Background: an optimization exercise with open tools, aiming at small area and a short achievable clock period. Do not read the settings as production practice.
Where RTL was checked, it was by simulation tests only, not by an equivalence proof against the original.

==> 04-06 <==
// MACRegister
module MACRegister(
    input clk,
    input rst,
    input [1:0] opcode,
    input [15:0] a,
    input [15:0] b,
    output [31:0] dataOut
    );
clock: 19.0 ns
lec_check: 0
cap_margin: 20
core_margin: 2
core_utilization: 55
place_density: 0.75
setup_slack_margin: 1.0
slew_margin: 20
synth_hierarchical: 1
synth_minimum_keep_size: 0
standard.sh (not shown) runs the stock make flow with config.mk's settings and CLKGATE_MAP_FILE= SYNTH_SCRIPT=/design/flow/synth_recipe.tcl, a recipe that flattens the netlist after the stock synthesis.
==> flow/flow/run.sh <==
#!/bin/bash
# Standard ORFS layout, with the port buffers made of buf_2 cells instead of the default choice.
set -euo pipefail
bash standard.sh "BUFFER_PORTS_ARGS=-buffer_cell sky130_fd_sc_hd__buf_2" finish > make_finish.log 2>&1
==> inputs of 12-28, as changes to 04-06 <==
--- a/flow/design.v
+++ b/flow/design.v
@@ -107,15 +107,14 @@
     wire s369, c370, s371, c372, s373, c374, s375, c376, s377, c378, s379, c380, s381, c382, s383, c384;
     wire s385, c386, s387, c388, s389, c390, s391, c392, s393, c394, s395, c396, s397, c398, s399, c400;
     wire s401, c402, s403, c404, s405, c406, s407, c408, s409, c410, s411, c412, s413, c414, s415, c416;
     wire s417, c418, s419, c420, s421, c422, s423, c424, s425, c426, s427, c428, s429, c430, s431, c432;
     wire s433, c434, s435, c436, s437, c438, s439, c440, s441, c442, s443, c444, s445, c446, s447, c448;
     wire s449, c450, s451, c452, s453, c454, s455, c456, s457, c458, s459, c460, s461, c462, s463, c464;
     wire s465, c466, s467, c468, s469, c470, s471, c472, s473, c474, s475, c476, s477, c478, s479, c480;
-    wire s481, c482, s483, c484, s485, c486, s487, c488, s489, c490, s491, c492;
     HalfAdderN ha0(rt[12], pp0_12, s1, c2);
     FullAdder fa0(rt[13], pp0_13, pp10_3, s3, c4);
     HalfAdderN ha1(pp11_2, pp12_1, s5, c6);
     FullAdder fa1(rt[14], pp0_14, pp10_4, s7, c8);
     FullAdder fa2(pp11_3, pp12_2, pp13_1, s9, c10);
     HalfAdderN ha2(pp14_0, pp1_13, s11, c12);
     FullAdder fa3(rt[15], pp0_15, pp10_5, s13, c14);
@@ -348,25 +347,17 @@
     FullAdder fa217(s349, c408, s409, s467, c468);
     FullAdder fa218(c350, s411, c410, s469, c470);
     FullAdder fa219(c354, s413, c412, s471, c472);
     FullAdder fa220(c358, c414, s415, s473, c474);
     FullAdder fa221(c362, s417, c416, s475, c476);
     FullAdder fa222(c364, s419, c418, s477, c478);
     FullAdder fa223(rt[30], pp15_15, c420, s479, c480);
-    HalfAdderN ha16(rt[0], pp0_0, s481, c482);
-    FullAdder fa224(pp1_0, c482, s421, s483, c484);
-    FullAdder fa225(c422, c484, s423, s485, c486);
-    FullAdder fa226(c424, s425, c486, s487, c488);
-    FullAdder fa227(c426, s427, c488, s489, c490);
-    FullAdder fa228(c428, s429, c490, s491, c492);
-    wire [31:0] x = {c480, c478, c476, c474, c472, c470, c468, c466, c464, c462, c460, c458, c456, c454, c452, c450, c448, c446, c444, c442, c440, c438, c436, c434, c432, c430, s491, s489, s487, s485, s483, s481};
-    wire [31:0] y = {rt[31], s479, s477, s475, s473, s471, s469, s467, s465, s463, s461, s459, s457, s455, s453, s451, s449, s447, s445, s443, s441, s439, s437, s435, s433, s431, 1'b1, 1'b1, 1'b1, 1'b1, 1'b1, 1'b1};
-    wire [31:0] st;
-    assign st[5:0] = x[5:0];
-    assign st[31:6] = x[31:6] + y[31:6] + c492;
+    wire [31:0] x = {c480, c478, c476, c474, c472, c470, c468, c466, c464, c462, c460, c458, c456, c454, c452, c450, c448, c446, c444, c442, c440, c438, c436, c434, c432, c430, c428, c426, c424, c422, s421, rt[0]};
+    wire [31:0] y = {rt[31], s479, s477, s475, s473, s471, s469, s467, s465, s463, s461, s459, s457, s455, s453, s451, s449, s447, s445, s443, s441, s439, s437, s435, s433, s431, s429, s427, s425, s423, pp1_0, pp0_0};
+    wire [31:0] st = x + y + 1'b1;
     always @ (posedge clk) begin
         if (rst)
             register <= 32'd0;
         else case (opcode)
             2'd1:  
                 register <= {a, b};
             2'd2:  
==> flow/flow/run.sh (replaced) <==
#!/bin/bash
# Standard ORFS layout, with buf_2 port buffers, and timing repair aiming for 10.25 ns of
# setup slack at the design's clock period (i.e. a tighter internal target).
set -euo pipefail
bash standard.sh "BUFFER_PORTS_ARGS=-buffer_cell sky130_fd_sc_hd__buf_2" "SETUP_SLACK_MARGIN=10.25" finish > make_finish.log 2>&1
CORE_UTILIZATION = 40   (was 55)
PLACE_DENSITY = not set   (was 0.75)
==> comparison <==
In 04-06 the maximum frequency is lower than in 12-28, by 5.1%.
Final area: 12-28 is larger than 04-06 (6.4%).
Setup slack: 12-28 is higher than 04-06 (460 ps).
==> figures <==
Run status: 12-28 finished clean; 04-06 finished clean
Core Area: 12-28 22,640 µm²; 04-06 15,940 µm²
PostCTS Resize Cnt: 12-28 38; 04-06 0
Capture instance of the worst register-to-register path: 12-28 register[31]; 04-06 register[20]
Routability Congestion: 12-28 0.9376; 04-06 0.9676
Met3 Use GR: 12-28 0.03222; 04-06 0.05921
Routed wirelength normalized by instance count: 12-28 21.34 µm; 04-06 21.38 µm
Mux cell area share after synthesis: 12-28 0.003251; 04-06 0.005542
Net Count, Synth: 12-28 1,319; 04-06 1,283
Worst-case setup margin in the final layout: 12-28 10,440 ps; 04-06 9983 ps
No functional check of the RTL was part of 12-28.


==> trial 74 <==
MACRegister again, from the RTL that the note above started with.
export LEC_CHECK = 0
export CAP_MARGIN = 20
export CORE_MARGIN = 2
export CORE_UTILIZATION = 70
export PLACE_DENSITY = 0.85
export SETUP_SLACK_MARGIN = 1.0
export SLEW_MARGIN = 20
export SYNTH_HIERARCHICAL = 1
export SYNTH_MINIMUM_KEEP_SIZE = 0
create_clock -name core_clock -period 19.0 [get_ports {clk}]
==> flow/flow/run.sh <==
#!/bin/bash
# Standard ORFS layout, with the port buffers made of buf_2 cells instead of the default choice.
set -euo pipefail
bash standard.sh "BUFFER_PORTS_ARGS=-buffer_cell sky130_fd_sc_hd__buf_2" finish > make_finish.log 2>&1
==> trial 47: changes against trial 74 <==
==> flow/flow/run.sh (replaced) <==
#!/bin/bash
# Standard ORFS layout, with buf_2 port buffers; timing repair aims for 9.5 ns of setup slack
# at the design's clock period, then power recovery downsizes cells off the critical paths.
set -euo pipefail
bash standard.sh "BUFFER_PORTS_ARGS=-buffer_cell sky130_fd_sc_hd__buf_2" "SETUP_SLACK_MARGIN=9.5" "RECOVER_POWER=100" finish > make_finish.log 2>&1
CORE_UTILIZATION = 55   (was 70)
PLACE_DENSITY = 0.75   (was 0.85)
==> comparison <==
- In trial 47 the first-iteration DRC count is smaller than in trial 74, by 36%.
- In non-clock buffer count, trial 74 and trial 47 do not differ.
- Clock skew: trial 74 is lower than trial 47 (0.0086 ns).
- In trial 74 the hold slack is lower than in trial 47, by 0.012 ns.
- Trial 47 completed, yet does not pass: max-capacitance violations, max-slew violations. Trial 74 finished clean.
- Sequential share of layout area is about the same in trial 47 and trial 74.
- Of trial 74 and trial 47, trial 74 has the higher cell area (gap 0.23%, measured against trial 47).
==> figures <==
Run status: trial 47 failed layout checks; trial 74 timing/DRC/antenna clean
Reasons for failing layout checks: trial 47 max-capacitance violations, max-slew violations; trial 74 -
Fraction of met1 tracks used by global routing: trial 47 42.5%; trial 74 52.2%
Starting utilization of the core area: trial 47 56.6%; trial 74 71.6%
Number of standard cells in the layout, taps in and fillers out: trial 47 1195; trial 74 1151
Global-route wire length before repair: trial 47 42.4 mm; trial 74 42.9 mm
Worst setup path end: trial 47 register[26]; trial 74 register[16]
Clock network contribution to total cell area: trial 47 1.74%; trial 74 1.74%
Met2 track demand over resource in global routing: trial 47 51.8%; trial 74 67.0%
Slack of the worst reg-to-reg path: trial 47 13.40 ns; trial 74 13.60 ns
Placeable core area: trial 47 15900 sq um; trial 74 12600 sq um
Buffering overhead: trial 47 3.13%; trial 74 3.56%


==> inputs of v34 <==
Another version of the RTL of MACRegister (not shown whole).
Settings: LEC_CHECK=0, CAP_MARGIN=20, CORE_MARGIN=2, CORE_UTILIZATION=55, PLACE_DENSITY=0.75, SETUP_SLACK_MARGIN=1.0, SLEW_MARGIN=20, SYNTH_HIERARCHICAL=1, SYNTH_MINIMUM_KEEP_SIZE=0; clock period 19.0 ns.
==> flow/flow/run.sh <==
#!/bin/bash
# Standard ORFS layout, with buf_2 port buffers, and timing repair aiming for 10.5 ns of
# setup slack at the design's clock period (i.e. a tighter internal target).
set -euo pipefail
bash standard.sh "BUFFER_PORTS_ARGS=-buffer_cell sky130_fd_sc_hd__buf_2" "SETUP_SLACK_MARGIN=10.5" finish > make_finish.log 2>&1
==> inputs of v25, as changes to v34 <==
--- a/flow/design.v
+++ b/flow/design.v
@@ -57,16 +57,10 @@
     assign y = (a & b) | c;
 endmodule
 module Ao22(input a, input b, input c, input d, output y);
     assign y = (a & b) | (c & d);
 endmodule
-module And2(input a, input b, output y);
-    assign y = a & b;
-endmodule
-module Aoi22(input a, input b, input c, input d, output y);
-    assign y = ~((a & b) | (c & d));
-endmodule
 `timescale 1ns / 1ps
 module MACRegister(
     input clk,
     input rst,
     input [1:0] opcode,
@@ -75,62 +69,13 @@
     output [31:0] dataOut
     );
     reg [31:0] register;
     assign dataOut = register;
     wire mac = ~rst & (opcode == 2'd2);
-    wire sL = ~rst & (opcode == 2'd1);
-    wire sH = ~rst & (opcode != 2'd1);   
-    wire [15:0] bg;
-    wire [31:0] rt;   
-    And2 u_bg0(b[0], mac, bg[0]);
-    And2 u_bg1(b[1], mac, bg[1]);
-    And2 u_bg2(b[2], mac, bg[2]);
-    And2 u_bg3(b[3], mac, bg[3]);
-    And2 u_bg4(b[4], mac, bg[4]);
-    And2 u_bg5(b[5], mac, bg[5]);
-    And2 u_bg6(b[6], mac, bg[6]);
-    And2 u_bg7(b[7], mac, bg[7]);
-    And2 u_bg8(b[8], mac, bg[8]);
-    And2 u_bg9(b[9], mac, bg[9]);
-    And2 u_bg10(b[10], mac, bg[10]);
-    And2 u_bg11(b[11], mac, bg[11]);
-    And2 u_bg12(b[12], mac, bg[12]);
-    And2 u_bg13(b[13], mac, bg[13]);
-    And2 u_bg14(b[14], mac, bg[14]);
-    And2 u_bg15(b[15], mac, bg[15]);
-    Aoi22 u_rt0(sL, b[0], sH, register[0], rt[0]);
-    Aoi22 u_rt1(sL, b[1], sH, register[1], rt[1]);
-    Aoi22 u_rt2(sL, b[2], sH, register[2], rt[2]);
-    Aoi22 u_rt3(sL, b[3], sH, register[3], rt[3]);
-    Aoi22 u_rt4(sL, b[4], sH, register[4], rt[4]);
-    Aoi22 u_rt5(sL, b[5], sH, register[5], rt[5]);
-    Aoi22 u_rt6(sL, b[6], sH, register[6], rt[6]);
-    Aoi22 u_rt7(sL, b[7], sH, register[7], rt[7]);
-    Aoi22 u_rt8(sL, b[8], sH, register[8], rt[8]);
-    Aoi22 u_rt9(sL, b[9], sH, register[9], rt[9]);
-    Aoi22 u_rt10(sL, b[10], sH, register[10], rt[10]);
-    Aoi22 u_rt11(sL, b[11], sH, register[11], rt[11]);
-    Aoi22 u_rt12(sL, b[12], sH, register[12], rt[12]);
-    Aoi22 u_rt13(sL, b[13], sH, register[13], rt[13]);
-    Aoi22 u_rt14(sL, b[14], sH, register[14], rt[14]);
-    Aoi22 u_rt15(sL, b[15], sH, register[15], rt[15]);
-    Aoi22 u_rt16(sL, a[0], sH, register[16], rt[16]);
-    Aoi22 u_rt17(sL, a[1], sH, register[17], rt[17]);
-    Aoi22 u_rt18(sL, a[2], sH, register[18], rt[18]);
-    Aoi22 u_rt19(sL, a[3], sH, register[19], rt[19]);
-    Aoi22 u_rt20(sL, a[4], sH, register[20], rt[20]);
-    Aoi22 u_rt21(sL, a[5], sH, register[21], rt[21]);
-    Aoi22 u_rt22(sL, a[6], sH, register[22], rt[22]);
-    Aoi22 u_rt23(sL, a[7], sH, register[23], rt[23]);
-    Aoi22 u_rt24(sL, a[8], sH, register[24], rt[24]);
-    Aoi22 u_rt25(sL, a[9], sH, register[25], rt[25]);
-    Aoi22 u_rt26(sL, a[10], sH, register[26], rt[26]);
-    Aoi22 u_rt27(sL, a[11], sH, register[27], rt[27]);
-    Aoi22 u_rt28(sL, a[12], sH, register[28], rt[28]);
-    Aoi22 u_rt29(sL, a[13], sH, register[29], rt[29]);
-    Aoi22 u_rt30(sL, a[14], sH, register[30], rt[30]);
-    Aoi22 u_rt31(sL, a[15], sH, register[31], rt[31]);
+    wire [31:0] base = rst ? 32'd0 : (opcode == 2'd1) ? {a, b} : register;
+    wire [15:0] bg = b & {16{mac}};
+    wire [31:0] rt = ~base;
     wire pp0_0 = ~(a[0] & bg[0]), pp0_1 = ~(a[0] & bg[1]), pp0_2 = ~(a[0] & bg[2]), pp0_3 = ~(a[0] & bg[3]), pp0_4 = ~(a[0] & bg[4]), pp0_5 = ~(a[0] & bg[5]), pp0_6 = ~(a[0] & bg[6]), pp0_7 = ~(a[0] & bg[7]), pp0_8 = ~(a[0] & bg[8]), pp0_9 = ~(a[0] & bg[9]), pp0_10 = ~(a[0] & bg[10]), pp0_11 = ~(a[0] & bg[11]), pp0_12 = ~(a[0] & bg[12]), pp0_13 = ~(a[0] & bg[13]), pp0_14 = ~(a[0] & bg[14]), pp0_15 = ~(a[0] & bg[15]);
     wire pp1_0 = ~(a[1] & bg[0]), pp1_1 = ~(a[1] & bg[1]), pp1_2 = ~(a[1] & bg[2]), pp1_3 = ~(a[1] & bg[3]), pp1_4 = ~(a[1] & bg[4]), pp1_5 = ~(a[1] & bg[5]), pp1_6 = ~(a[1] & bg[6]), pp1_7 = ~(a[1] & bg[7]), pp1_8 = ~(a[1] & bg[8]), pp1_9 = ~(a[1] & bg[9]), pp1_10 = ~(a[1] & bg[10]), pp1_11 = ~(a[1] & bg[11]), pp1_12 = ~(a[1] & bg[12]), pp1_13 = ~(a[1] & bg[13]), pp1_14 = ~(a[1] & bg[14]), pp1_15 = ~(a[1] & bg[15]);
     wire pp2_0 = ~(a[2] & bg[0]), pp2_1 = ~(a[2] & bg[1]), pp2_2 = ~(a[2] & bg[2]), pp2_3 = ~(a[2] & bg[3]), pp2_4 = ~(a[2] & bg[4]), pp2_5 = ~(a[2] & bg[5]), pp2_6 = ~(a[2] & bg[6]), pp2_7 = ~(a[2] & bg[7]), pp2_8 = ~(a[2] & bg[8]), pp2_9 = ~(a[2] & bg[9]), pp2_10 = ~(a[2] & bg[10]), pp2_11 = ~(a[2] & bg[11]), pp2_12 = ~(a[2] & bg[12]), pp2_13 = ~(a[2] & bg[13]), pp2_14 = ~(a[2] & bg[14]), pp2_15 = ~(a[2] & bg[15]);
     wire pp3_0 = ~(a[3] & bg[0]), pp3_1 = ~(a[3] & bg[1]), pp3_2 = ~(a[3] & bg[2]), pp3_3 = ~(a[3] & bg[3]), pp3_4 = ~(a[3] & bg[4]), pp3_5 = ~(a[3] & bg[5]), pp3_6 = ~(a[3] & bg[6]), pp3_7 = ~(a[3] & bg[7]), pp3_8 = ~(a[3] & bg[8]), pp3_9 = ~(a[3] & bg[9]), pp3_10 = ~(a[3] & bg[10]), pp3_11 = ~(a[3] & bg[11]), pp3_12 = ~(a[3] & bg[12]), pp3_13 = ~(a[3] & bg[13]), pp3_14 = ~(a[3] & bg[14]), pp3_15 = ~(a[3] & bg[15]);
     wire pp4_0 = ~(a[4] & bg[0]), pp4_1 = ~(a[4] & bg[1]), pp4_2 = ~(a[4] & bg[2]), pp4_3 = ~(a[4] & bg[3]), pp4_4 = ~(a[4] & bg[4]), pp4_5 = ~(a[4] & bg[5]), pp4_6 = ~(a[4] & bg[6]), pp4_7 = ~(a[4] & bg[7]), pp4_8 = ~(a[4] & bg[8]), pp4_9 = ~(a[4] & bg[9]), pp4_10 = ~(a[4] & bg[10]), pp4_11 = ~(a[4] & bg[11]), pp4_12 = ~(a[4] & bg[12]), pp4_13 = ~(a[4] & bg[13]), pp4_14 = ~(a[4] & bg[14]), pp4_15 = ~(a[4] & bg[15]);
==> flow/flow/run.sh (replaced) <==
#!/bin/bash
# Standard ORFS layout, with buf_2 port buffers, and timing repair aiming for 10 ns of
# setup slack at the design's clock period (i.e. a tighter internal target).
set -euo pipefail
bash standard.sh "BUFFER_PORTS_ARGS=-buffer_cell sky130_fd_sc_hd__buf_2" "SETUP_SLACK_MARGIN=10" finish > make_finish.log 2>&1
==> qor summary <==
                                                                     v25                      v34
Outcome                                          complete, no violations  complete, no violations
Final setup slack of the worst path                             10.25 ns                 10.44 ns
Die Footprint                                               0.0172 sq mm             0.0173 sq mm
Number of fill cells                                                1321                     1268
Highest Clock Rate                                               114 MHz                  117 MHz
Average via count per standard cell                                 5.79                     5.74
Data buffer area share                                             6.39%                    10.3%
Core outline area                                           0.0158 sq mm             0.0159 sq mm
Die outline height                                                131 um                   132 um
Required time of the critical path                              19.22 ns                 19.18 ns
Simple-Gate Fraction of Synth Area                                 21.7%                    17.0%
Compound-cell area share of the yosys netlist                      5.25%                    8.47%
Post-synthesis mux area share                                      1.58%                       0%
Cell depth of the worst setup path                                    17                       21
Met1 global-route usage                                            38.3%                    37.3%
Layout Skew                                                   0.00782 ns               0.00859 ns
Fraction of area in clock buffers and inverters                    1.59%                    1.43%
Function was not checked in any run of this note: the RTL went through the layout flow alone.

==> port drivers added, routing unchanged <==
No port has a modelled driver above. Below, the same layouts with a new extraction and two added sets of constraints.
Step 1 sets driving cells, clkbuf_16 on the clock port and buf_2 on the other inputs (assumed; they add their load-dependent delay and slew).
Step 2 times the ports against the registers' clock, not the clock port: input delays grow and output delays shrink by t, the midpoint of the rising clock arrivals with the driver on.
a / b / c = ideal ports / drivers / drivers and shift; a / b = the first two.
| run | t (ns) | setup slack, ns | worst setup path after step 2 | worst register clock-pin slew, ns | pins driven straight from the clock port |
|---|---|---|---|---|---|
| 04-06 | 0.327 | 9.983 / 9.989 / 9.663 | input to register | 0.07 / 0.07 | 1 |
| 12-28 | 0.324 | 10.444 / 10.434 / 10.110 | input to register | 0.07 / 0.07 | 1 |
| trial 74 | 0.320 | 9.918 / 9.928 / 9.608 | input to register | 0.06 / 0.06 | 1 |
| trial 47 | 0.326 | 9.421 / 9.428 / 9.103 | input to register | 0.07 / 0.07 | 1 |
| v34 | 0.341 | 10.439 / 10.429 / 10.089 | input to register | 0.06 / 0.06 | 1 |
| v25 | 0.338 | 10.246 / 10.265 / 9.927 | input to register | 0.06 / 0.06 | 1 |
The setup slack of v34, which loses most, moves by -0.010 ns with the drivers and by -0.350 ns with both steps.
